This is an optimization exercise on Yosys and OpenROAD, whose aim is a short achievable clock period and few clock cycles, not a production implementation.
Only simulation tests tie the RTL to the original design; equivalence was not proved.
Power is estimated from default activity; no workload was simulated.

==> module ControlUnit, before the edit <==
module ControlUnit (
    input clk,
    input reset,
    input [63:0] instruction,         
    output reg [15:0] pc,
    input stop,                       
    output reg d_valid,
    output reg [63:0] d_instr,
    output reg [15:0] d_pc,
    input d_is_call,
    input d_is_cmp,
    input d_is_branch,
    input e_cmp_valid,                
    input [2:0] flags_d,              
    input [2:0] flag_reg,             
    input [15:0] link_reg,
    output d_mispredict
);
wire [5:0]  f_type = instruction[63:58];
wire [5:0]  f_op   = instruction[57:52];
wire [15:0] f_imm  = instruction[36:21];
wire f_jmp_call = (f_type == 6'd4) && (f_op == 6'd1 || f_op == 6'd2);
wire f_ret      = (f_type == 6'd4) && (f_op == 6'd3);
wire f_branch   = (f_type == 6'd3) && (f_op >= 6'd1 && f_op <= 6'd4);
function cond;
    input [5:0] op;
    input [2:0] fl;    
    case (op)
        6'd1: cond = fl[0];
        6'd2: cond = !fl[0];
        6'd3: cond = fl[2];
        6'd4: cond = fl[1];
        default: cond = 1'b0;
    endcase
endfunction
wire flags_final = !(d_valid && d_is_cmp) && !e_cmp_valid;
wire f_static = f_imm[15] || (f_op == 6'd2);
wire f_pred = flags_final ? cond(f_op, flag_reg) : f_static;
wire [15:0] pc_inc = pc + 16'd1;
wire [15:0] f_btarget;
PrefixAdder #(.W(16), .L(4)) btarget_inst (.a(pc), .b(f_imm), .cin(1'b0), .sum(f_btarget));
wire [15:0] f_lr = (d_valid && d_is_call) ? d_pc + 16'd1 : link_reg;
reg d_pred;           
reg d_same;           
reg [15:0] d_pcinc;   
reg [15:0] d_btarget; 
assign d_mispredict = d_valid && d_is_branch && !d_same &&
                      (cond(d_instr[57:52], flags_d) != d_pred);
wire s_jc  = f_jmp_call;
wire s_ret = f_ret;
wire s_br  = f_branch && f_pred;
wire s_inc = !f_jmp_call && !f_ret && !(f_branch && f_pred);
wire [15:0] d_alt = d_pred ? d_pcinc : d_btarget;    
wire [15:0] pc_f = ({16{s_jc }} & f_imm)
                 | ({16{s_ret}} & f_lr)
                 | ({16{s_br }} & f_btarget)
                 | ({16{s_inc}} & pc_inc);
wire [15:0] pc_next = d_mispredict ? d_alt : pc_f;
always @(posedge clk)
begin
    if (reset)
    begin
        pc <= 16'b0;
        d_valid <= 1'b0;
    end
    else
    begin
        d_valid <= !d_mispredict && !stop;
        pc <= pc_next;
    end
    d_instr <= instruction;
    d_pc <= pc;
    d_pred <= f_pred;
    d_same <= (f_imm == 16'd1);
    d_pcinc <= pc_inc;
    d_btarget <= f_btarget;
end
endmodule
Settings: LEC_CHECK=0, ABC_CLOCK_PERIOD_IN_PS=1500, CAP_MARGIN=20, CORE_MARGIN=2, CORE_UTILIZATION=55, PLACE_DENSITY=0.65, SETUP_SLACK_MARGIN=5, SLEW_MARGIN=20; clock period 10.0 ns.
standard.sh (not shown) runs the stock make flow with config.mk's settings and CLKGATE_MAP_FILE= SYNTH_SCRIPT=/design/flow/synth_recipe.tcl, a recipe that flattens the netlist after the stock synthesis.
==> flow/flow/run.sh <==
#!/bin/bash
set -o pipefail
MARGIN=${MARGIN:-6.5}
sed -e "s/SETUP_SLACK_MARGIN=[0-9.]*/SETUP_SLACK_MARGIN=$MARGIN/" \
    -e "s/CLKGATE_MAP_FILE= /CLKGATE_MAP_FILE= ADDER_MAP_FILE= /" standard.sh > standard_margin.sh
bash standard_margin.sh > standard.log 2>&1
status=$?
cp -r orfs/logs flow_logs 2>/dev/null
exit $status
Testbench counts at the start, summed over its fixed seeds: cycles 19,379.
Rerun with:
--- a/flow/design.v
+++ b/flow/design.v
@@ -237,13 +237,16 @@
 endfunction
 wire flags_final = !(d_valid && d_is_cmp) && !e_cmp_valid;
 wire f_static = f_imm[15] || (f_op == 6'd2);
 wire f_pred = flags_final ? cond(f_op, flag_reg) : f_static;
 wire [15:0] pc_inc = pc + 16'd1;
 wire [15:0] f_btarget;
-PrefixAdder #(.W(16), .L(4)) btarget_inst (.a(pc), .b(f_imm), .cin(1'b0), .sum(f_btarget));
+wire [8:0] bt_lo = {1'b0, pc[7:0]} + {1'b0, f_imm[7:0]};
+wire [7:0] bt_hi0 = pc[15:8] + f_imm[15:8];
+wire [7:0] bt_hi1 = pc[15:8] + f_imm[15:8] + 8'd1;
+assign f_btarget = {bt_lo[8] ? bt_hi1 : bt_hi0, bt_lo[7:0]};
 wire [15:0] f_lr = (d_valid && d_is_call) ? d_pc + 16'd1 : link_reg;
 reg d_pred;           
 reg d_same;           
 reg [15:0] d_pcinc;   
 reg [15:0] d_btarget; 
 assign d_mispredict = d_valid && d_is_branch && !d_same &&
The changed run ran to the end with no violations.
Wire length decreases by 0.78%.
Fmax falls by 1.2%.
Register-to-register slack gets worse by 0.09 ns.
Cell count decreases by 1.7%.
Total power goes down by 0.88%.
Sequential power stays flat.
Critical path depth came out lower by 2.
Clock power decreases by 2.9%.
Die area stays flat.
Setup slack degrades by 0.046 ns.
Worst hold slack got worse by 0.023 ns.
Sequential share of layout area hardly moves.
Synthesized cell count decreases by 2.2%.
Testbench counts after the change, summed over its fixed seeds: cycles 19,379.

* * *

rev 12:
Starting RTL as in the previous note.
export LEC_CHECK = 0
export ABC_CLOCK_PERIOD_IN_PS = 1500
export CAP_MARGIN = 20
export CORE_MARGIN = 2
export CORE_UTILIZATION = 55
export PLACE_DENSITY = 0.65
export SETUP_SLACK_MARGIN = 5
export SLEW_MARGIN = 20
create_clock -name core_clock -period 10.0 [get_ports {clk}]
==> flow/flow/run.sh <==
#!/bin/bash
set -o pipefail
MARGIN=${MARGIN:-6.5}
sed "s/SETUP_SLACK_MARGIN=[0-9.]*/SETUP_SLACK_MARGIN=$MARGIN/" standard.sh > standard_margin.sh
bash standard_margin.sh > standard.log 2>&1
status=$?
cp -r orfs/logs flow_logs 2>/dev/null
exit $status
Rev 12 finished all stages; the layout is clean.
Testbench counts of rev 12, summed over its fixed seeds: cycles 19,379.
For rev 13, these inputs were changed with respect to rev 12:
--- a/flow/design.v
+++ b/flow/design.v
@@ -245,22 +245,23 @@
 reg d_pred;           
 reg d_same;           
 reg [15:0] d_pcinc;   
 reg [15:0] d_btarget; 
 assign d_mispredict = d_valid && d_is_branch && !d_same &&
                       (cond(d_instr[57:52], flags_d) != d_pred);
-wire s_jc  = f_jmp_call;
-wire s_ret = f_ret;
-wire s_br  = f_branch && f_pred;
-wire s_inc = !f_jmp_call && !f_ret && !(f_branch && f_pred);
+wire s_mis = d_mispredict;
+wire s_jc  = !d_mispredict && f_jmp_call;
+wire s_ret = !d_mispredict && f_ret;
+wire s_br  = !d_mispredict && f_branch && f_pred;
+wire s_inc = !d_mispredict && !f_jmp_call && !f_ret && !(f_branch && f_pred);
 wire [15:0] d_alt = d_pred ? d_pcinc : d_btarget;    
-wire [15:0] pc_f = ({16{s_jc }} & f_imm)
-                 | ({16{s_ret}} & f_lr)
-                 | ({16{s_br }} & f_btarget)
-                 | ({16{s_inc}} & pc_inc);
-wire [15:0] pc_next = d_mispredict ? d_alt : pc_f;
+wire [15:0] pc_next = ({16{s_mis}} & d_alt)
+                    | ({16{s_jc }} & f_imm)
+                    | ({16{s_ret}} & f_lr)
+                    | ({16{s_br }} & f_btarget)
+                    | ({16{s_inc}} & pc_inc);
 always @(posedge clk)
 begin
     if (reset)
     begin
         pc <= 16'b0;
         d_valid <= 1'b0;
[summary]
- sky130_fd_sc_hd__o41a_1 as the cell at the slowest stage of the critical path was reported by rev 12, and sky130_fd_sc_hd__nand4_1 by rev 13.
- | total number of vias | rev 13 vs rev 12 | better |
- Compared with rev 12, rev 13 shows overall track demand over capacity in global routing lower by 1.9 points.
- Against rev 12, number of non-clock buffers in the layout in rev 13 rose by a few percent.
- On detailed-route wire length on metal 1: rev 13 sits below rev 12.
- Rev 13 ended with more proportion of synthesized chip area in sequential cells than rev 12.
- On post-synthesis cell count: between rev 13 and rev 12, it ends up lower for rev 13.
- Maximum VDD drop went down by more than 10% going from rev 12 to rev 13.
- Rev 13 has adder-cell area share of the yosys netlist below what rev 12 had.
Testbench counts of rev 13, summed over its fixed seeds: cycles 19,379.

## re-timing with driven ports
In the flow no input, the clock included, has a driving cell. The finished layouts below were timed again as built, in two steps.
Step 1: set_driving_cell puts a clkbuf_16 on clk and a buf_2 on each other input, an assumption about the parent block.
Step 2 also shifts input and output timing later by t, the mid clock arrival at the registers, as if the neighbouring blocks saw the same clock.
Slacks: ideal ports / drivers / drivers and shift; pairs: ideal ports / drivers.
| run | t (ns) | setup slack, ns | hold slack, ns | worst data-port slew with drivers (ns) | cell pins on the clock port's net |
|---|---|---|---|---|---|
| the first run of note 1 | 1.006 | 6.151 / 6.186 / 5.185 | 0.384 / 0.384 / 0.384 | 0.10 | 1 |
| the second run of note 1 | 1.012 | 6.104 / 6.104 / 5.211 | 0.361 / 0.361 / 0.361 | 0.12 | 1 |
| rev 12 | 1.035 | 5.851 / 5.851 / 5.168 | 0.342 / 0.342 / 0.342 | 0.10 | 1 |
| rev 13 | 1.018 | 5.999 / 5.999 / 5.317 | 0.359 / 0.359 / 0.359 | 0.17 | 1 |
After both steps every run listed still meets setup and hold. For the first run of note 1, which loses most, drivers alone change the setup slack by +0.035 ns; drivers and shift together by -0.966 ns.
